This is an optimization exercise on Yosys and OpenROAD, whose aim is small area and a short achievable clock period, not a production implementation. Where RTL was checked, it was by simulation tests only, not by an equivalence proof against the original.

== south ==
Design CL_02, start of the top module:
module CL_02(clk, rstn, imem_addr, imem_data, dmem_addr, dmem_wdata, dmem_we, dmem_re, dmem_rdata, wb_en, wb_rd, wb_data);
For scale: roughly 2100 cells after synthesis, roughly 230 flip-flops, ~96 I/O pins, about 0.020 mm2 of cells after synthesis.
clock: 11.0 ns
lec_check: 0
cap_margin: 20
core_margin: 2
core_utilization: 40
setup_slack_margin: 4
slew_margin: 20
standard.sh (not shown) runs the stock make flow with config.mk's settings and CLKGATE_MAP_FILE= SYNTH_SCRIPT=/design/flow/synth_recipe.tcl, a recipe that flattens the netlist after the stock synthesis.
==> flow/flow/run.sh <==
#!/bin/bash
# The standard layout (standard.sh: ORFS synthesis through finish), with
# the input and output ports buffered by buf_1 cells instead of the default
# delay buffers.  The ORFS logs stay under orfs/logs; make's own output goes
# to standard.log.
set -o pipefail
bash standard.sh finish BUFFER_PORTS_ARGS="-buffer_cell sky130_fd_sc_hd__buf_1" > standard.log 2>&1
Input changes introduced in east (baseline for comparison: south):
diff --git a/flow/design.v b/flow/design.v
--- a/flow/design.v
+++ b/flow/design.v
@@ -28,17 +28,17 @@
       o1 = o1 | (r[i] & {16{s1[i]}});
       o2 = o2 | (r[i] & {16{s2[i]}});
     end
   end
   assign rd1 = o1;
   assign rd2 = o2;
 endmodule
-module mul16(a, b, p);
+module mul16(a, b, x, y);
   input [15:0] a, b;
-  output [31:0] p;
+  output [31:0] x, y;
   wire t1 = a[0] & b[0];
   wire t2 = a[0] & b[1];
   wire t3 = a[0] & b[2];
   wire t4 = a[0] & b[3];
   wire t5 = a[0] & b[4];
   wire t6 = a[0] & b[5];
   wire t7 = a[0] & b[6];
@@ -707,17 +707,16 @@
   wire t670 = (t614 & t615) | (t614 & t565) | (t615 & t565);
   wire t671 = t616 ^ t617 ^ t253;
   wire t672 = (t616 & t617) | (t616 & t253) | (t617 & t253);
   wire t673 = t618 ^ t619 ^ t254;
   wire t674 = (t618 & t619) | (t618 & t254) | (t619 & t254);
   wire t675 = t620 ^ t240 ^ t255;
   wire t676 = (t620 & t240) | (t620 & t255) | (t240 & t255);
-  wire [31:0] x = {1'b0, t676, t674, t672, t670, t668, t666, t664, t662, t660, t658, t656, t654, t652, t650, t648, t646, t644, t642, t640, t638, t636, t634, t632, t630, t628, t626, t624, t622, t621, t2, t1};
-  wire [31:0] y = {1'b0, t256, t675, t673, t671, t669, t667, t665, t663, t661, t659, t657, t655, t653, t651, t649, t647, t645, t643, t641, t639, t637, t635, t633, t631, t629, t627, t625, t623, t33, t17, 1'b0};
-  assign p = x + y;
+  assign x = {1'b0, t676, t674, t672, t670, t668, t666, t664, t662, t660, t658, t656, t654, t652, t650, t648, t646, t644, t642, t640, t638, t636, t634, t632, t630, t628, t626, t624, t622, t621, t2, t1};
+  assign y = {1'b0, t256, t675, t673, t671, t669, t667, t665, t663, t661, t659, t657, t655, t653, t651, t649, t647, t645, t643, t641, t639, t637, t635, t633, t631, t629, t627, t625, t623, t33, t17, 1'b0};
 endmodule
 module CL_02(clk, rstn, imem_addr, imem_data, dmem_addr, dmem_wdata, dmem_we, dmem_re, dmem_rdata, wb_en, wb_rd, wb_data);
   input clk, rstn;
   input [15:0] imem_data;
   input [15:0] dmem_rdata;
   output [7:0] imem_addr;
   output [15:0] dmem_addr, dmem_wdata;
@@ -735,28 +734,32 @@
   wire [5:0] imm = ir[15:10];
   wire [2:0] sh = ir[15:13];
   wire is_lw   = (op == 4'b0111);
   wire is_sw   = (op == 4'b1000);
   wire is_b    = (op == 4'b1001);
   wire is_mul  = (op == 4'b1010);
   wire use_imm = (op == 4'b0101) || is_lw || is_sw;
+  wire use_mul = is_mul || (op == 4'b0001);
   wire [15:0] addb = use_imm ? {10'd0, imm} : opb;
-  wire [15:0] sum = opa + addb;
-  wire [31:0] prod;
-  mul16 u_mul(.a(opa), .b(opb), .p(prod));
+  wire [31:0] mx, my;
+  mul16 u_mul(.a(opa), .b(opb), .x(mx), .y(my));
+  wire [15:0] ca = use_mul ? mx[15:0] : opa;
+  wire [15:0] cb = use_mul ? my[15:0] : addb;
+  wire [16:0] cs = ca + cb;
+  wire [15:0] sum = cs[15:0];
+  wire [16:0] ph = {mx[31:16], 1'b1} + {my[31:16], cs[16]};
+  wire [15:0] prod_hi = ph[16:1];
   reg [15:0] res;
   always @(*) begin
     case (op)
-      4'b0001: res = opa << sh;
       4'b0010: res = opa >> sh;
       4'b0011: res = opa | opb;
       4'b0100: res = opa & opb;
       4'b0110: res = {10'd0, imm};
       4'b0111: res = dmem_rdata;
-      4'b1010: res = prod[15:0];
       4'b1011: res = lo & {16{hl_v}};
       4'b1100: res = hi & {16{hl_v}};
       default: res = sum;
     endcase
   end
   assign wb_en      = !(is_sw || is_b);
   assign wb_rd      = rd;
@@ -771,15 +774,16 @@
   wire [2:0] ra2 = n_sw ? imem_data[6:4] : imem_data[12:10];
   wire [15:0] rf_d1, rf_d2;
   RF u_rf(.clk(clk), .rstn(rstn), .we(wb_en), .wa(rd), .wd(res),
           .ra1(ra1), .ra2(ra2), .rd1(rf_d1), .rd2(rf_d2));
   wire fwd1 = wb_en && (rd == ra1);
   wire fwd2 = wb_en && (rd == ra2);
   wire [15:0] a_next = fwd1 ? res : rf_d1;
-  wire [15:0] b_next = fwd2 ? res : rf_d2;
+  wire n_sll = (imem_data[3:0] == 4'b0001);
+  wire [15:0] b_next = n_sll ? (16'd1 << imem_data[15:13]) : fwd2 ? res : rf_d2;
   always @(posedge clk or negedge rstn) begin
     if (!rstn) begin
       pc         <= 8'd0;
       ir[3:0]    <= 4'b0110;
       ir[6:4]    <= 3'd0;
       ir[15:10]  <= 6'd0;
     end else begin
@@ -792,16 +796,16 @@
   always @(posedge clk) begin
     ir[9:7] <= imem_data[9:7];
     opa     <= a_next;
     opb     <= b_next;
   end
   always @(posedge clk) begin
     if (is_mul) begin
-      lo <= prod[15:0];
-      hi <= prod[31:16];
+      lo <= sum;
+      hi <= prod_hi;
     end
   end
   always @(posedge clk or negedge rstn) begin
     if (!rstn)
       hl_v <= 1'b0;
     else if (is_mul)
       hl_v <= 1'b1;
## What came out
east vs. south: layout overhead on the synthesized area shows an increase of 2.6 points; non-clock buffer count shows an increase of 7; stage delay of the slowest cell on the critical path shows a reduction of 0.02 ns. Final critical-path share of the clock period (east over south): decrease, 1.0 points. Higher cell depth of the worst flop-to-flop path among east and south: south. Between east and south, the sum of net half-perimeters after detailed placement is lower for east.


## lane 1
Another version of the RTL of CL_02 (not shown whole).
Size in the first run: ~1900 cells after synthesis, ~230 flip-flops, about 96 I/O pins, about 19000 sq um of cells after synthesis.
// CL_02
module CL_02(clk, rstn, imem_addr, imem_data, dmem_addr, dmem_wdata, dmem_we, dmem_re, dmem_rdata, wb_en, wb_rd, wb_data);
  input clk, rstn;
  input [15:0] imem_data;
  input [15:0] dmem_rdata;
  output [7:0] imem_addr;
  output [15:0] dmem_addr, dmem_wdata;
  output dmem_we, dmem_re;
  output wb_en;
  output [2:0] wb_rd;
  output [15:0] wb_data;
  reg [7:0]  pc;
  reg [15:0] ir;
  reg [15:0] opa, opb;
  reg [15:0] lo, hi;
  reg        hl_v;
  wire [3:0] op = ir[3:0];
  wire [2:0] rd = ir[6:4];
  wire [5:0] imm = ir[15:10];
  wire [2:0] sh = ir[15:13];
  wire is_lw   = (op == 4'b0111);
  wire is_sw   = (op == 4'b1000);
  wire is_b    = (op == 4'b1001);
  wire is_mul  = (op == 4'b1010);
  wire use_imm = (op == 4'b0101) || is_lw || is_sw;
  wire is_slr  = (op == 4'b0010);
  wire use_mul = is_mul || (op == 4'b0001) || is_slr;
  wire [15:0] addb = use_imm ? {10'd0, imm} : opb;
  wire [31:0] mx, my;
  mul16 u_mul(.a(opa), .b(opb), .x(mx), .y(my));
  wire [15:0] ca = use_mul ? mx[15:0] : opa;
  wire [15:0] cb = use_mul ? my[15:0] : addb;
  wire [16:0] cs = ca + cb;
  wire [15:0] sum = cs[15:0];
  wire [16:0] ph = {mx[31:16], 1'b1} + {my[31:16], cs[16]};
  wire [15:0] prod_hi = ph[16:1];
  function [15:0] rev16;
    input [15:0] v;
    integer k;
    for (k = 0; k < 16; k = k + 1) rev16[k] = v[15 - k];
  endfunction
  reg [15:0] res;
  always @(*) begin
    case (op)
      4'b0010: res = rev16(sum);    
      4'b0011: res = opa | opb;
      4'b0100: res = opa & opb;
      4'b0110: res = {10'd0, imm};
      4'b0111: res = dmem_rdata;
      4'b1011: res = lo & {16{hl_v}};
      4'b1100: res = hi & {16{hl_v}};
      default: res = sum;
    endcase
  end
  assign wb_en      = !(is_sw || is_b);
  ...
==> module CL_02, before the edit <==
module CL_02(clk, rstn, imem_addr, imem_data, dmem_addr, dmem_wdata, dmem_we, dmem_re, dmem_rdata, wb_en, wb_rd, wb_data);
  input clk, rstn;
  input [15:0] imem_data;
  input [15:0] dmem_rdata;
  output [7:0] imem_addr;
  output [15:0] dmem_addr, dmem_wdata;
  output dmem_we, dmem_re;
  output wb_en;
  output [2:0] wb_rd;
  output [15:0] wb_data;
  reg [7:0]  pc;
  reg [15:0] ir;
  reg [15:0] opa, opb;
  reg [15:0] lo, hi;
  reg        hl_v;
  wire [3:0] op = ir[3:0];
  wire [2:0] rd = ir[6:4];
  wire [5:0] imm = ir[15:10];
  wire [2:0] sh = ir[15:13];
  wire is_lw   = (op == 4'b0111);
  wire is_sw   = (op == 4'b1000);
  wire is_b    = (op == 4'b1001);
  wire is_mul  = (op == 4'b1010);
  wire use_imm = (op == 4'b0101) || is_lw || is_sw;
  wire is_slr  = (op == 4'b0010);
  wire use_mul = is_mul || (op == 4'b0001) || is_slr;
  wire [15:0] addb = use_imm ? {10'd0, imm} : opb;
  wire [31:0] mx, my;
  mul16 u_mul(.a(opa), .b(opb), .x(mx), .y(my));
  wire [15:0] ca = use_mul ? mx[15:0] : opa;
  wire [15:0] cb = use_mul ? my[15:0] : addb;
  wire [16:0] cs = ca + cb;
  wire [15:0] sum = cs[15:0];
  wire [16:0] ph = {mx[31:16], 1'b1} + {my[31:16], cs[16]};
  wire [15:0] prod_hi = ph[16:1];
  function [15:0] rev16;
    input [15:0] v;
    integer k;
    for (k = 0; k < 16; k = k + 1) rev16[k] = v[15 - k];
  endfunction
  reg [15:0] res;
  always @(*) begin
    case (op)
      4'b0010: res = rev16(sum);    
      4'b0011: res = opa | opb;
      4'b0100: res = opa & opb;
      4'b0110: res = {10'd0, imm};
      4'b0111: res = dmem_rdata;
      4'b1011: res = lo & {16{hl_v}};
      4'b1100: res = hi & {16{hl_v}};
      default: res = sum;
    endcase
  end
  assign wb_en      = !(is_sw || is_b);
  assign wb_rd      = rd;
  assign wb_data    = res;
  assign dmem_addr  = sum;
  assign dmem_wdata = opb;
  assign dmem_we    = is_sw;
  assign dmem_re    = is_lw;
  assign imem_addr  = pc;
  wire n_sw = (imem_data[3:0] == 4'b1000);
  wire [2:0] ra1 = imem_data[9:7];
  wire [2:0] ra2 = n_sw ? imem_data[6:4] : imem_data[12:10];
  wire [15:0] rf_d1, rf_d2;
  RF u_rf(.clk(clk), .rstn(rstn), .we(wb_en), .wa(rd), .wd(res),
          .ra1(ra1), .ra2(ra2), .rd1(rf_d1), .rd2(rf_d2));
  wire fwd1 = wb_en && (rd == ra1);
  wire fwd2 = wb_en && (rd == ra2);
  wire [15:0] a_val  = fwd1 ? res : rf_d1;
  wire n_slr = (imem_data[3:0] == 4'b0010);
  wire [15:0] a_next = n_slr ? rev16(a_val) : a_val;
  wire n_sll = (imem_data[3:0] == 4'b0001) || (imem_data[3:0] == 4'b0010);
  wire [15:0] b_next = n_sll ? (16'd1 << imem_data[15:13]) : fwd2 ? res : rf_d2;
  always @(posedge clk or negedge rstn) begin
    if (!rstn) begin
      pc         <= 8'd0;
      ir[3:0]    <= 4'b0110;
      ir[6:4]    <= 3'd0;
      ir[15:10]  <= 6'd0;
    end else begin
      pc         <= is_b ? ir[11:4] : pc + 8'd1;
      ir[3:0]    <= imem_data[3:0];
      ir[6:4]    <= imem_data[6:4];
      ir[15:10]  <= imem_data[15:10];
    end
  end
  always @(posedge clk) begin
    ir[9:7] <= imem_data[9:7];
    opa     <= a_next;
    opb     <= b_next;
  end
  always @(posedge clk) begin
    if (is_mul) begin
      lo <= sum;
      hi <= prod_hi;
    end
  end
  always @(posedge clk or negedge rstn) begin
    if (!rstn)
      hl_v <= 1'b0;
    else if (is_mul)
      hl_v <= 1'b1;
  end
endmodule
export LEC_CHECK = 0
export CAP_MARGIN = 20
export CORE_MARGIN = 2
export CORE_UTILIZATION = 55
export CTS_CLUSTER_DIAMETER = 100
export CTS_CLUSTER_SIZE = 22
export PLACE_DENSITY = 0.75
export SETUP_SLACK_MARGIN = 4
export SLEW_MARGIN = 20
create_clock -name core_clock -period 11.0 [get_ports {clk}]
Scripts as last shown in full above: flow/flow/run.sh
Relative to lane 1, the following input files were edited for lane 4:
--- a/flow/design.v
+++ b/flow/design.v
@@ -727,39 +727,33 @@
   reg [7:0]  pc;
   reg [15:0] ir;
   reg [15:0] opa, opb;
   reg [15:0] lo, hi;
   reg        hl_v;
+  reg        use_mul;    
+  reg        use_imm;    
   wire [3:0] op = ir[3:0];
   wire [2:0] rd = ir[6:4];
   wire [5:0] imm = ir[15:10];
   wire [2:0] sh = ir[15:13];
   wire is_lw   = (op == 4'b0111);
   wire is_sw   = (op == 4'b1000);
   wire is_b    = (op == 4'b1001);
   wire is_mul  = (op == 4'b1010);
-  wire use_imm = (op == 4'b0101) || is_lw || is_sw;
-  wire is_slr  = (op == 4'b0010);
-  wire use_mul = is_mul || (op == 4'b0001) || is_slr;
   wire [15:0] addb = use_imm ? {10'd0, imm} : opb;
   wire [31:0] mx, my;
   mul16 u_mul(.a(opa), .b(opb), .x(mx), .y(my));
   wire [15:0] ca = use_mul ? mx[15:0] : opa;
   wire [15:0] cb = use_mul ? my[15:0] : addb;
   wire [16:0] cs = ca + cb;
   wire [15:0] sum = cs[15:0];
   wire [16:0] ph = {mx[31:16], 1'b1} + {my[31:16], cs[16]};
   wire [15:0] prod_hi = ph[16:1];
-  function [15:0] rev16;
-    input [15:0] v;
-    integer k;
-    for (k = 0; k < 16; k = k + 1) rev16[k] = v[15 - k];
-  endfunction
   reg [15:0] res;
   always @(*) begin
     case (op)
-      4'b0010: res = rev16(sum);    
+      4'b0010: res = opa >> sh;
       4'b0011: res = opa | opb;
       4'b0100: res = opa & opb;
       4'b0110: res = {10'd0, imm};
       4'b0111: res = dmem_rdata;
       4'b1011: res = lo & {16{hl_v}};
@@ -781,22 +775,25 @@
   wire [15:0] rf_d1, rf_d2;
   RF u_rf(.clk(clk), .rstn(rstn), .we(wb_en), .wa(rd), .wd(res),
           .ra1(ra1), .ra2(ra2), .rd1(rf_d1), .rd2(rf_d2));
   wire fwd1 = wb_en && (rd == ra1);
   wire fwd2 = wb_en && (rd == ra2);
-  wire [15:0] a_val  = fwd1 ? res : rf_d1;
-  wire n_slr = (imem_data[3:0] == 4'b0010);
-  wire [15:0] a_next = n_slr ? rev16(a_val) : a_val;
-  wire n_sll = (imem_data[3:0] == 4'b0001) || (imem_data[3:0] == 4'b0010);
+  wire [15:0] a_next = fwd1 ? res : rf_d1;
+  wire n_sll = (imem_data[3:0] == 4'b0001);
   wire [15:0] b_next = n_sll ? (16'd1 << imem_data[15:13]) : fwd2 ? res : rf_d2;
+  wire [3:0] nop = imem_data[3:0];
   always @(posedge clk or negedge rstn) begin
     if (!rstn) begin
+      use_mul    <= 1'b0;
+      use_imm    <= 1'b0;
       pc         <= 8'd0;
       ir[3:0]    <= 4'b0110;
       ir[6:4]    <= 3'd0;
       ir[15:10]  <= 6'd0;
     end else begin
+      use_mul    <= (nop == 4'b1010) || (nop == 4'b0001);
+      use_imm    <= (nop == 4'b0101) || (nop == 4'b0111) || (nop == 4'b1000);
       pc         <= is_b ? ir[11:4] : pc + 8'd1;
       ir[3:0]    <= imem_data[3:0];
       ir[6:4]    <= imem_data[6:4];
       ir[15:10]  <= imem_data[15:10];
     end
As of lane 4, routed wirelength normalized by instance count had fallen slightly compared to lane 1.
In lane 4 relative to lane 1, average cell area after synthesis had gone up slightly.
Changes observed in lane 4 relative to lane 1: number of tap cells inserted grew by about 1.6%, portion of the layout cell area used by non-clock buffers shrank by 2.1 points, flip-flop and latch count grew by 2.
Lane 4 vs lane 1, share of cell area taken by multi-input logic gates went up by 1.1 points.
Fraction of standard cell area that is sequential: lane 4 > lane 1
Global-route usage was lower in the run labelled lane 4.
No functional check of the RTL was part of lane 1.

[re-timing with driven ports]
In the flow no input, the clock included, has a driving cell. The finished layouts below were timed again as built, in two steps.
Step 1 assumes that a clkbuf_16 drives the clock port and a buf_2 every other input.
Step 2 times the ports against the registers' clock, not the clock port: input delays grow and output delays shrink by t, the midpoint of the rising clock arrivals with the driver on.
Slacks: ideal / step 1 / step 2; pairs: ideal / step 1.
| run | t (ns) | slack for setup (ns) | clock arrival spread, ns |
|---|---|---|---|
| south | 0.591 | 3.922 / 3.872 / 4.463 | 0.015 / 0.014 |
| east | 0.564 | 4.037 / 3.988 / 4.323 | 0.034 / 0.035 |
| lane 1 | 0.534 | 3.951 / 3.901 / 4.153 | 0.050 / 0.051 |
| lane 4 | 0.540 | 4.004 / 3.956 / 4.308 | 0.039 / 0.039 |
After both steps setup and hold are still met in every run listed.
